Source: an optimization exercise on an open RTL-to-GDS flow (aim: small area). Production flows keep margins and buffers that such runs may drop. Only simulation tests tie the RTL to the original design; equivalence was not proved.

==> flow/design.v (excerpt) <==
module FFT16_SEQUENTIAL(A, Y, CLK, START, DONE, RESET);
input  [31:0] A;
output [31:0] Y;
input         CLK;
input         START;
output        DONE;
input         RESET;
reg [5:0] STATE;
reg       LAST_START;
always @(posedge CLK) begin
    if (RESET) begin
        LAST_START <= 1'b0;
        STATE      <= 6'd0;
    end else begin
        LAST_START <= START;
        case (STATE)
            6'd0:    STATE <= (~LAST_START & START) ? 6'd1 : 6'd0;
            6'd33:   STATE <= 6'd0;
            default: STATE <= STATE + 6'd1;
        endcase
    end
end
assign DONE = (STATE == 6'd18);
reg  [31:0] T [0:3][0:3];
wire [3:0] k    = STATE[3:0];
wire       act  = (STATE[5:4] == 2'b00);
wire       init = act & (STATE[3:2] == 2'b00);
wire [1:0] n    = k[3:2];
wire       g0   = n[0] & k[0];
wire [15:0] xh  = (g0 ? A[15:0]  : A[31:16]) & {16{act}};
wire [15:0] xl  = (g0 ? A[31:16] : A[15:0])  & {16{act}};
wire [31:0] tap [0:3];
genvar b;
generate
    for (b = 0; b < 4; b = b + 1) begin : ph1
        wire [1:0] br = k[1:0] - 2'd2 - b;
        wire [1:0] e  = n * br;
        wire       f  = (b % 2 == 1) ? n[0] : 1'b0;
        wire       sr = (f ? (e[0] ^ e[1]) : e[1]) & act;
        wire       si = (f ? e[1] : (e[0] ^ e[1])) & act;
        wire [31:0] acc = init ? 32'd0 : T[0][b];
        wire [15:0] yr, yi;
        wire [15:0] br_ = xh ^ {16{sr}};
        wire [15:0] bi_ = xl ^ {16{si}};
        wire [16:0] cr_, ci_;
        assign cr_[0] = sr;
        assign ci_[0] = si;
        genvar t;
        for (t = 0; t < 16; t = t + 1) begin : fa_
            FA3 ur (.a(acc[16+t]), .b(br_[t]), .c(cr_[t]), .s(yr[t]), .co(cr_[t+1]));
            FA3 ui (.a(acc[t]),    .b(bi_[t]), .c(ci_[t]), .s(yi[t]), .co(ci_[t+1]));
        end
        assign tap[b] = {yr, yi};
    end
endgenerate
  ...
export LEC_CHECK = 0
export CAP_MARGIN = 0
export CORE_MARGIN = 2
export CORE_UTILIZATION = 40
export CTS_CLUSTER_DIAMETER = 80
export CTS_CLUSTER_SIZE = 30
export GPL_TIMING_DRIVEN = 0
export SLEW_MARGIN = 0
export SYNTH_HIERARCHICAL = 1
create_clock -name core_clock -period 14.0 [get_ports {CLK}]
run.sh (not shown) runs the stock make flow with config.mk's settings and CLKGATE_MAP_FILE= SYNTH_SCRIPT=/design/flow/synth_recipe.tcl, a recipe that flattens the netlist after the stock synthesis.
The first run reached the layout checks and failed them: setup timing.
Rerun with:
GPL_TIMING_DRIVEN = not set   (was 0)
Result: The changed run completed with no timing, DRC or antenna violations. First-iteration DRC count falls by 4.3%. Global-route usage falls by 2.4 points. Final area falls by 0.38%. Final cell count falls by 1.1%. Fmax rises by 2.8%. Setup slack gains 0.38 ns.
Rerun with:
CAP_MARGIN = 20   (was 0)
SLEW_MARGIN = 20   (was 0)
The changed run finished with timing, DRC and antenna clean.
Area after synthesis does not change.
Global-route usage is unchanged.
Register-to-register slack hardly moves.
Worst setup slack does not change.
Routed wire length stays the same.
Via count does not change.
Rerun with:
CTS_CLUSTER_SIZE = 34   (was 30)
The changed run finished clean.
Fmax shrinks by 0.87%.
Setup slack got worse by 0.12 ns.
Synthesized cell count is unchanged.
Final area stays flat.
Global-route usage hardly moves.
Die area is unchanged.
Routed wire length barely changes.

========
## zinc
Another version of the RTL of FFT16_SEQUENTIAL (not shown whole).
Size: roughly 2600 cells after synthesis, roughly 520 flip-flops, about 68 I/O pins, ~34000 µm² of cells after synthesis.
export LEC_CHECK = 0
export CAP_MARGIN = 20
export CORE_MARGIN = 2
export CORE_UTILIZATION = 40
export CTS_CLUSTER_DIAMETER = 80
export CTS_CLUSTER_SIZE = 30
export SETUP_SLACK_MARGIN = 0.1
export SLEW_MARGIN = 20
export SYNTH_HIERARCHICAL = 1
create_clock -name core_clock -period 14.0 [get_ports {CLK}]
Input-level comparison between violet and zinc:
- PLACE_DENSITY: unset -> 0.7
- SETUP_SLACK_MARGIN: 0.1 -> 0.2
[summary]
violet finished all stages; the layout is clean. zinc → violet: design area went up about 0.37%, via-per-instance ratio went down 0.015. In the reports for violet and zinc, the larger final cycle utilization of the critical path belongs to zinc. Compared with zinc, violet shows a final worst hold slack that is 30 ps lower. In violet, the clock-buffer cell count came out 8.3% above the value in zinc.
Edits applied to the flow inputs when going from violet to harbor:
- PLACE_DENSITY no longer set, was 0.7
- CORE_UTILIZATION now 30, was 40
--- outcome ---
Summary of harbor over violet: critical path depth has decreased; DRC violation count after routing has remained practically unchanged.
Clock buffer count | harbor above violet
Summary of harbor over violet: global-route wire length before repair rose by 4.4%, routed via count divided by cell count fell by about 9%.
Between violet and harbor, the flow reports final design instance area without fill increasing slightly.

========
Setup of P:
Another version of the RTL of FFT16_SEQUENTIAL (not shown whole).
Size: about 3,600 cells after synthesis, ~68 I/O pins.
Settings: LEC_CHECK=0, CAP_MARGIN=20, CORE_MARGIN=2, CORE_UTILIZATION=40, CTS_BUF_LIST=sky130_fd_sc_hd__clkbuf_4 sky130_fd_sc_hd__clkbuf_8, SLEW_MARGIN=20; clock period 14.0 ns.
P was carried through to the last stage, and its layout satisfied the timing, DRC and antenna checks.
Changes in Q relative to P:
Settings: clearing CTS_BUF_LIST, which used to be sky130_fd_sc_hd__clkbuf_4 sky130_fd_sc_hd__clkbuf_8.
Findings:
met1 layer usage reported by global route of Q is on par with P. From P to Q the numbers moved as follows: number of inserted filler cells in the final layout held.

========
## run 1
FFT16_SEQUENTIAL with an RTL version that a note above also has.
Size: about 2600 cells after synthesis, about 520 flip-flops, roughly 34000 sq um of cells after synthesis.
export LEC_CHECK = 0
export CAP_MARGIN = 20
export CORE_MARGIN = 2
export CORE_UTILIZATION = 40
export CTS_CLUSTER_DIAMETER = 80
export CTS_CLUSTER_SIZE = 30
export SETUP_SLACK_MARGIN = 0.2
export SLEW_MARGIN = 20
export SYNTH_HIERARCHICAL = 1
create_clock -name core_clock -period 14.0 [get_ports {CLK}]
Run 1 reached the end of the flow, and the finished layout is clean on the timing, DRC and antenna checks.
#### Input delta (run 2 over run 1)
==> flow/flow/run.sh (new file) <==
#!/bin/bash
# Own flow: the standard layout (standard synthesis, floorplan, placement,
# CTS, routing) with one change: the buffers that placement puts on the input
# and output ports are sky130_fd_sc_hd__buf_1 cells. Every port is still buffered.
set -euo pipefail
cd "$(dirname "$0")/.."
export BUFFER_PORTS_ARGS="-buffer_cell sky130_fd_sc_hd__buf_1"
export SETUP_REPAIR_SEQUENCE="unbuffer,sizedown,sizeup,swap"
bash standard.sh > standard_flow.log 2>&1
==> flow/standard.sh (new file) <==
#!/bin/bash
# synth_recipe.tcl (not shown) runs the flow's synth.tcl, then flattens the netlist and writes it again
# the make line also repeats each setting of config.mk as NAME=value (left out here)
make -C /OpenROAD-flow-scripts/flow DESIGN_CONFIG=/design/flow/config.mk WORK_HOME=/design/flow/orfs CLKGATE_MAP_FILE= SYNTH_SCRIPT=/design/flow/synth_recipe.tcl "${@:-finish}"
removed: flow/run.sh
In the tables for run 2 and run 1, non-clock buffer count reads higher with run 1. Going from run 1 to run 2, via count has decreased, slack of the worst reg-to-reg path decreased by 0.02 ns relative to the old numbers, critical path arrival increased by 0.04 ns relative to the old numbers. Share of the core filled with cells: lower on run 2. Going from run 1 to run 2, instance count on the critical path shrank by a few percent. Diff run 2 and run 1: sequential fraction of total cell area higher in run 2.
#### Input delta (run 3 over run 2)
-- flow/flow/run.sh --
<<< run 2, line 7
export BUFFER_PORTS_ARGS="-buffer_cell sky130_fd_sc_hd__buf_1"
export SETUP_REPAIR_SEQUENCE="unbuffer,sizedown,sizeup,swap"
bash standard.sh > standard_flow.log 2>&1
>>> run 3, line 7
export BUFFER_PORTS_ARGS="-buffer_cell sky130_fd_sc_hd__buf_1"
bash standard.sh > standard_flow.log 2>&1
Findings:
Starting density of the core: run 2 vs run 3 identical. Between run 3 and run 2, the sum of met3 wire segment lengths after detailed routing figures differ only marginally. Post-synthesis cell area: run 3 vs run 2 identical. From run 2 to run 3, fmax did not move at all. Diff run 3..run 2 | number of detailed-route iterations in the first pass | unchanged. Number of synthesized flops with an enable pin: run 2 vs run 3 identical. Re proportion of synthesized chip area in sequential cells: no difference whatsoever between run 3 and run 2.
Input-level comparison between run 4 and run 3:
==> flow/run.sh (new file) <==
#!/bin/bash
# synth_recipe.tcl (not shown) runs the flow's synth.tcl, then flattens the netlist and writes it again
# the make line also repeats each setting of config.mk as NAME=value (left out here)
make -C /OpenROAD-flow-scripts/flow DESIGN_CONFIG=/design/flow/config.mk WORK_HOME=/design/flow/orfs CLKGATE_MAP_FILE= SYNTH_SCRIPT=/design/flow/synth_recipe.tcl finish
-- flow/config.mk --
<<< run 3, line 12
export CTS_CLUSTER_SIZE = 30
export SETUP_SLACK_MARGIN = 0.2
export SLEW_MARGIN = 20
>>> run 4, line 12
export CTS_CLUSTER_SIZE = 30
export SETUP_SLACK_MARGIN = 0.4
export SLEW_MARGIN = 20
removed: flow/flow/run.sh
removed: flow/standard.sh
[summary]
Run 4 closes out successfully: all stages finished, all timing, DRC and antenna checks passed.
Post-route worst hold slack, run 4 and run 3, higher one = run 3.
The run with more setup slack is run 4; run 3 has less.
Between run 4 and run 3, first-pass GRT wire length is higher for run 4, run 3 comes in under that.
Compare run 4 and run 3 | sequential share of layout area lower: run 4
Post-detailed-placement half-perimeter wirelength in run 4 is 340 microns higher than in run 3
--- input diff run 4..run 5 ---
-- flow/config.mk --
<<< run 4, line 9
export CORE_MARGIN = 2
export CORE_UTILIZATION = 40
export CTS_CLUSTER_DIAMETER = 80
export CTS_CLUSTER_SIZE = 30
export SETUP_SLACK_MARGIN = 0.4
export SLEW_MARGIN = 20
>>> run 5, line 9
export CORE_MARGIN = 2
export CORE_UTILIZATION = 50
export CTS_CLUSTER_DIAMETER = 80
export CTS_CLUSTER_SIZE = 30
export SETUP_SLACK_MARGIN = 0.2
export SLEW_MARGIN = 20
Findings:
- No run among run 5 and run 4 stopped early or left any final violation; all are clean.
- Between run 5 and run 4, wire length of the first global-routing pass is lower for run 5, run 4 comes in above that.
- The lower post-cts resize count came out of run 5.
- Delta (run 5 minus run 4): highest clock rate shows a reduction of 1.0%.
- Placement-stage cell area in run 5 vs run 4: down 440 sq um
- Total non-filler cell area in the finished layout on run 5 is down relative to run 4.
- Compared to run 4, run 5 shows a narrower setup margin.
- Signed area change from the synthesized netlist to the final layout: run 5 vs run 4 down 1.1 points

[what the ideal ports hide]
No port has a modelled driver above. Below, the same layouts with a new extraction and two added sets of constraints.
Step 1: set_driving_cell puts a clkbuf_16 on CLK and a buf_2 on each other input, an assumption about the parent block.
Step 2 adds t to the input delays and takes it off the output delays; t is the mean of the earliest and latest rising clock arrival at the registers after step 1. Input paths then give back, and output paths get back, about the clock's delay inside the block.
Three values: ideal, step 1, step 2; two values: the first two.
| run | t, ns | setup slack, ns | pins driven straight from the clock port |
|---|---|---|---|
| the first run of note 1 | 0.631 | -0.130 / -0.130 / -0.130 | 1 |
| the second run of note 1 | 0.631 | 0.252 / 0.252 / 0.252 | 1 |
| the third run of note 1 | 0.631 | 0.252 / 0.252 / 0.252 | 1 |
| the fourth run of note 1 | 0.635 | 0.132 / 0.132 / 0.132 | 1 |
| zinc | 0.626 | 0.206 / 0.186 / 0.206 | 1 |
| violet | 0.632 | 0.410 / 0.410 / 0.410 | 1 |
| harbor | 0.670 | 0.333 / 0.270 / 0.333 | 1 |
| P | 0.727 | 0.402 / 0.402 / 0.402 | 1 |
| Q | 0.641 | 0.432 / 0.390 / 0.432 | 1 |
| run 1 | 0.618 | 0.402 / 0.402 / 0.402 | 1 |
| run 2 | 0.636 | 0.382 / 0.382 / 0.382 | 1 |
| run 3 | 0.636 | 0.382 / 0.382 / 0.382 | 1 |
| run 4 | 0.637 | 0.393 / 0.393 / 0.393 | 1 |
| run 5 | 0.651 | 0.250 / 0.191 / 0.324 | 1 |
